From an optimization exercise on the open Yosys and OpenROAD flow, aimed at small area, a short achievable clock period and few clock cycles per item; shortcuts taken in it are not production practice. Only simulation tests tie the RTL to the original design; equivalence was not proved.

==> run C <==
Design exprgrad_matmul, start of the top module:
module exprgrad_matmul(
  input  wire        clock,
  input  wire        reset,
  input  wire        start,
  input  wire        wr_en,
  input  wire        wr_sel,
  input  wire [3:0]  wr_addr,
  input  wire [15:0] wr_data,
  input  wire [3:0]  rd_addr,
  output wire [15:0] rd_data,
  output wire        done
);
Settings: LEC_CHECK=0, CAP_MARGIN=20, CORE_MARGIN=2, CORE_UTILIZATION=55, CTS_BUF_LIST=sky130_fd_sc_hd__clkbuf_4 sky130_fd_sc_hd__clkbuf_8, PLACE_DENSITY=0.7, SETUP_SLACK_MARGIN=5.0, SLEW_MARGIN=20; clock period 11.0 ns.
run.sh (not shown) runs the stock make flow with config.mk's settings and CLKGATE_MAP_FILE= SYNTH_SCRIPT=/design/flow/synth_recipe.tcl, a recipe that flattens the netlist after the stock synthesis.
==> run Z: changes against run C <==
CTS_CLUSTER_DIAMETER = 50   (was unset)
CTS_CLUSTER_SIZE = 16   (was unset)
==> run notes <==
item                                                                                       run Z                    run C
Setup slack, reg-to-reg                                                                  5.12 ns                  5.09 ns
WP depth                                                                                       9                       11
Number of fill cells                                                                       8,690                    8,548
Slowest-stage cell, CP                                            sky130_fd_sc_hd__dlygate4sd2_1  sky130_fd_sc_hd__o22a_1
Vias in the first global route                                                            39,300                   40,000
CTS clk-pin slew, worst paths                                                            0.10 ns                  0.05 ns
Wirelength, routed                                                               176,000 microns          178,000 microns
Hold Crit Start                                                                       acc[13][0]                acc[3][1]
Measured slew at the worst slew-check pin                                                1.19 ns                  1.16 ns
Maximum clock rate                                                                       166 MHz                  164 MHz
Number of DRC markers after the initial detailed-route iteration                           5,081                    4,955
Sum of buffers and inverters on the critical path                                              3                        6
Share of post-route cells with drive strength above 1                                      16.5%                    18.4%
Fraction of area in multi-input gates                                                      40.5%                    39.5%
Worst Path Arrival                                                                       3.84 ns                  3.90 ns
Period minus WS final                                                                    6.04 ns                  6.10 ns
Grt met1 use                                                                               40.4%                    40.7%
Run status                                                              timing/DRC/antenna clean  timing/DRC/antenna clean
Clk_buf instances                                                                            123                      240
Area occupied by multi-input gates                                                  0.0284 sq mm             0.0284 sq mm
Testbench counts of run C, summed over its fixed seeds: cycles 1,740, jobs 48.
Testbench counts of run Z, summed over its fixed seeds: cycles 1,740, jobs 48.

========
==> violet <==
exprgrad_matmul, a different RTL version from the one above (not shown whole).
Settings: LEC_CHECK=0, CAP_MARGIN=10, CORE_MARGIN=2, CORE_UTILIZATION=55, CTS_BUF_LIST=sky130_fd_sc_hd__clkbuf_4 sky130_fd_sc_hd__clkbuf_8, CTS_CLUSTER_DIAMETER=50, CTS_CLUSTER_SIZE=16, PLACE_DENSITY=0.7, SETUP_SLACK_MARGIN=5.0, SLEW_MARGIN=10; clock period 11.0 ns.
standard.sh (not shown) runs the stock make flow with config.mk's settings and CLKGATE_MAP_FILE= SYNTH_SCRIPT=/design/flow/synth_recipe.tcl, a recipe that flattens the netlist after the stock synthesis.
==> flow/flow/run.sh <==
#!/bin/bash
# Standard synthesis, then polfix.py removes inverters around the full adders
# (polarity flips of self-dual full adders, no register touched), then the rest
# of the standard flow from the rewritten netlist, with repair aiming at a
# setup slack of 5.4 ns.
set -euo pipefail
res=orfs/results/${FLOW_PLATFORM}/exprgrad_matmul/base
bash standard.sh synth > synth.log 2>&1
cp "$res/1_2_yosys.v" yosys_standard.v
python3 flow/polfix.py yosys_standard.v "$res/1_2_yosys.v" > polfix.log 2>&1
rm -f "$res/1_synth.odb" "$res/1_synth.sdc"
bash standard.sh SETUP_SLACK_MARGIN=5.4 finish > finish.log 2>&1
Other scripts of this flow, unchanged in this note and not shown: flow/flow/polfix.py
==> willow: changes against violet <==
==> flow/flow/run.sh (replaced) <==
#!/bin/bash
# Standard synthesis, then polfix.py removes inverters around the full adders
# (polarity flips of self-dual full adders, no register touched), then the rest
# of the standard flow from the rewritten netlist.
set -euo pipefail
res=orfs/results/${FLOW_PLATFORM}/exprgrad_matmul/base
bash standard.sh synth > synth.log 2>&1
cp "$res/1_2_yosys.v" yosys_standard.v
python3 flow/polfix.py yosys_standard.v "$res/1_2_yosys.v" > polfix.log 2>&1
rm -f "$res/1_synth.odb" "$res/1_synth.sdc"
bash standard.sh finish > finish.log 2>&1
CAP_MARGIN = 20   (was 10)
CORE_UTILIZATION = 60   (was 55)
PLACE_DENSITY = 0.75   (was 0.7)
SLEW_MARGIN = 20   (was 10)
==> zinc: changes against violet <==
==> flow/flow/run.sh (replaced) <==
#!/bin/bash
# Standard synthesis, then polfix.py removes inverters around the full adders
# (polarity flips of self-dual full adders, no register touched), then the rest
# of the standard flow from the rewritten netlist.
set -euo pipefail
res=orfs/results/${FLOW_PLATFORM}/exprgrad_matmul/base
bash standard.sh synth > synth.log 2>&1
cp "$res/1_2_yosys.v" yosys_standard.v
python3 flow/polfix.py yosys_standard.v "$res/1_2_yosys.v" > polfix.log 2>&1
rm -f "$res/1_synth.odb" "$res/1_synth.sdc"
bash standard.sh finish > finish.log 2>&1
CAP_MARGIN = 20   (was 10)
CTS_CLUSTER_DIAMETER = 40   (was 50)
CTS_CLUSTER_SIZE = 20   (was 16)
SLEW_MARGIN = 20   (was 10)
==> sierra: changes against violet <==
==> flow/flow/run.sh (replaced) <==
#!/bin/bash
# Standard synthesis, then polfix.py removes inverters around the full adders
# (polarity flips of self-dual full adders, no register touched), then the rest
# of the standard flow from the rewritten netlist.
set -euo pipefail
res=orfs/results/${FLOW_PLATFORM}/exprgrad_matmul/base
bash standard.sh synth > synth.log 2>&1
cp "$res/1_2_yosys.v" yosys_standard.v
python3 flow/polfix.py yosys_standard.v "$res/1_2_yosys.v" > polfix.log 2>&1
rm -f "$res/1_synth.odb" "$res/1_synth.sdc"
bash standard.sh finish > finish.log 2>&1
==> comparison <==
sierra went through all stages and came out clean. zinc completed without violations. willow produced a clean layout. violet ran to the end with no violations. The lowest clock-buffer cell count belongs to violet, the highest to sierra. In willow the core utilization is higher than in zinc, by 4.8 points. In sequential cell count, violet and sierra do not differ. The highest first-iteration DRC count belongs to willow, the lowest to violet. Of zinc and sierra, sierra has the higher register-to-register slack (gap 0.04 ns). Between willow and sierra, the lower via count is in sierra (gap 0.87%, measured against sierra).
==> figures <==
quantity	zinc	sierra	willow	violet
Result of the run	timing/DRC/antenna clean	timing/DRC/antenna clean	timing/DRC/antenna clean	timing/DRC/antenna clean
Register fraction of the total cell area	47.85%	48.29%	48.75%	47.36%
Cells after DPL	5776	5778	5643	5767
Horizontal die dimension	342.6 microns	342.6 microns	328.2 microns	342.6 microns
Net count reported at finish	5040	5032	5009	5089
Final non-filler cell area	69900 sq um	69260 sq um	68650 sq um	70740 sq um
Buffers outside the clock class	259	266	249	325
Worst path depth	11	9	9	9
Largest net degree at the start of global routing	71	149	204	80
Final-layout clock buffer total	123	127	125	106
Number of antenna violations at the first check in global routing	2	3	4	3
WL/cell	29.72 microns	29.82 microns	29.89 microns	30.36 microns
Non-filler cells in the finished layout	6093	6054	5894	6098
Die outline height	342.6 microns	342.6 microns	328.2 microns	342.6 microns
Worst clock skew	0.06547 ns	0.06702 ns	0.05086 ns	0.07657 ns
Testbench counts of violet, summed over its fixed seeds: cycles 1,740, jobs 48.
Testbench counts of willow, summed over its fixed seeds: cycles 1,740, jobs 48.
Testbench counts of zinc, summed over its fixed seeds: cycles 1,740, jobs 48.
Testbench counts of sierra, summed over its fixed seeds: cycles 1,740, jobs 48.

## afterwards: timing with drivers on the ports
No port has a modelled driver above. Below, the same layouts with a new extraction and two added sets of constraints. Step 1 sets driving cells, clkbuf_16 on the clock port and buf_2 on the other inputs (assumed; they add their load-dependent delay and slew). Step 2 moves the port delays by t, midway between the first and last clock arrival at a register: inputs arrive t later, outputs are due t later. That takes back most of the time a late clock gives input paths. Three values: ideal ports, drivers, drivers and shift; two values: the first two.
run | t (ns) | setup slack, ns | hold WS [ns] | slew at the worst register clock pin (ns) | pins driven straight from the clock port
run C | 0.933 | 4.901 / 4.847 / 4.847 | 0.434 / 0.434 / 0.434 | 0.07 / 0.07 | 1
run Z | 0.845 | 4.958 / 4.902 / 4.902 | 0.430 / 0.430 / 0.430 | 0.10 / 0.10 | 1
violet | 0.865 | 5.028 / 4.973 / 4.973 | 0.433 / 0.433 / 0.433 | 0.10 / 0.10 | 1
willow | 0.857 | 4.875 / 4.835 / 4.835 | 0.426 / 0.426 / 0.426 | 0.10 / 0.10 | 1
zinc | 0.905 | 4.991 / 4.923 / 4.923 | 0.397 / 0.397 / 0.397 | 0.11 / 0.11 | 1
sierra | 0.874 | 5.046 / 4.982 / 4.982 | 0.421 / 0.421 / 0.421 | 0.11 / 0.11 | 1
After both steps setup and hold are still met in every run listed. For zinc, which loses most, drivers alone change the setup slack by -0.068 ns; drivers and shift together by -0.068 ns.
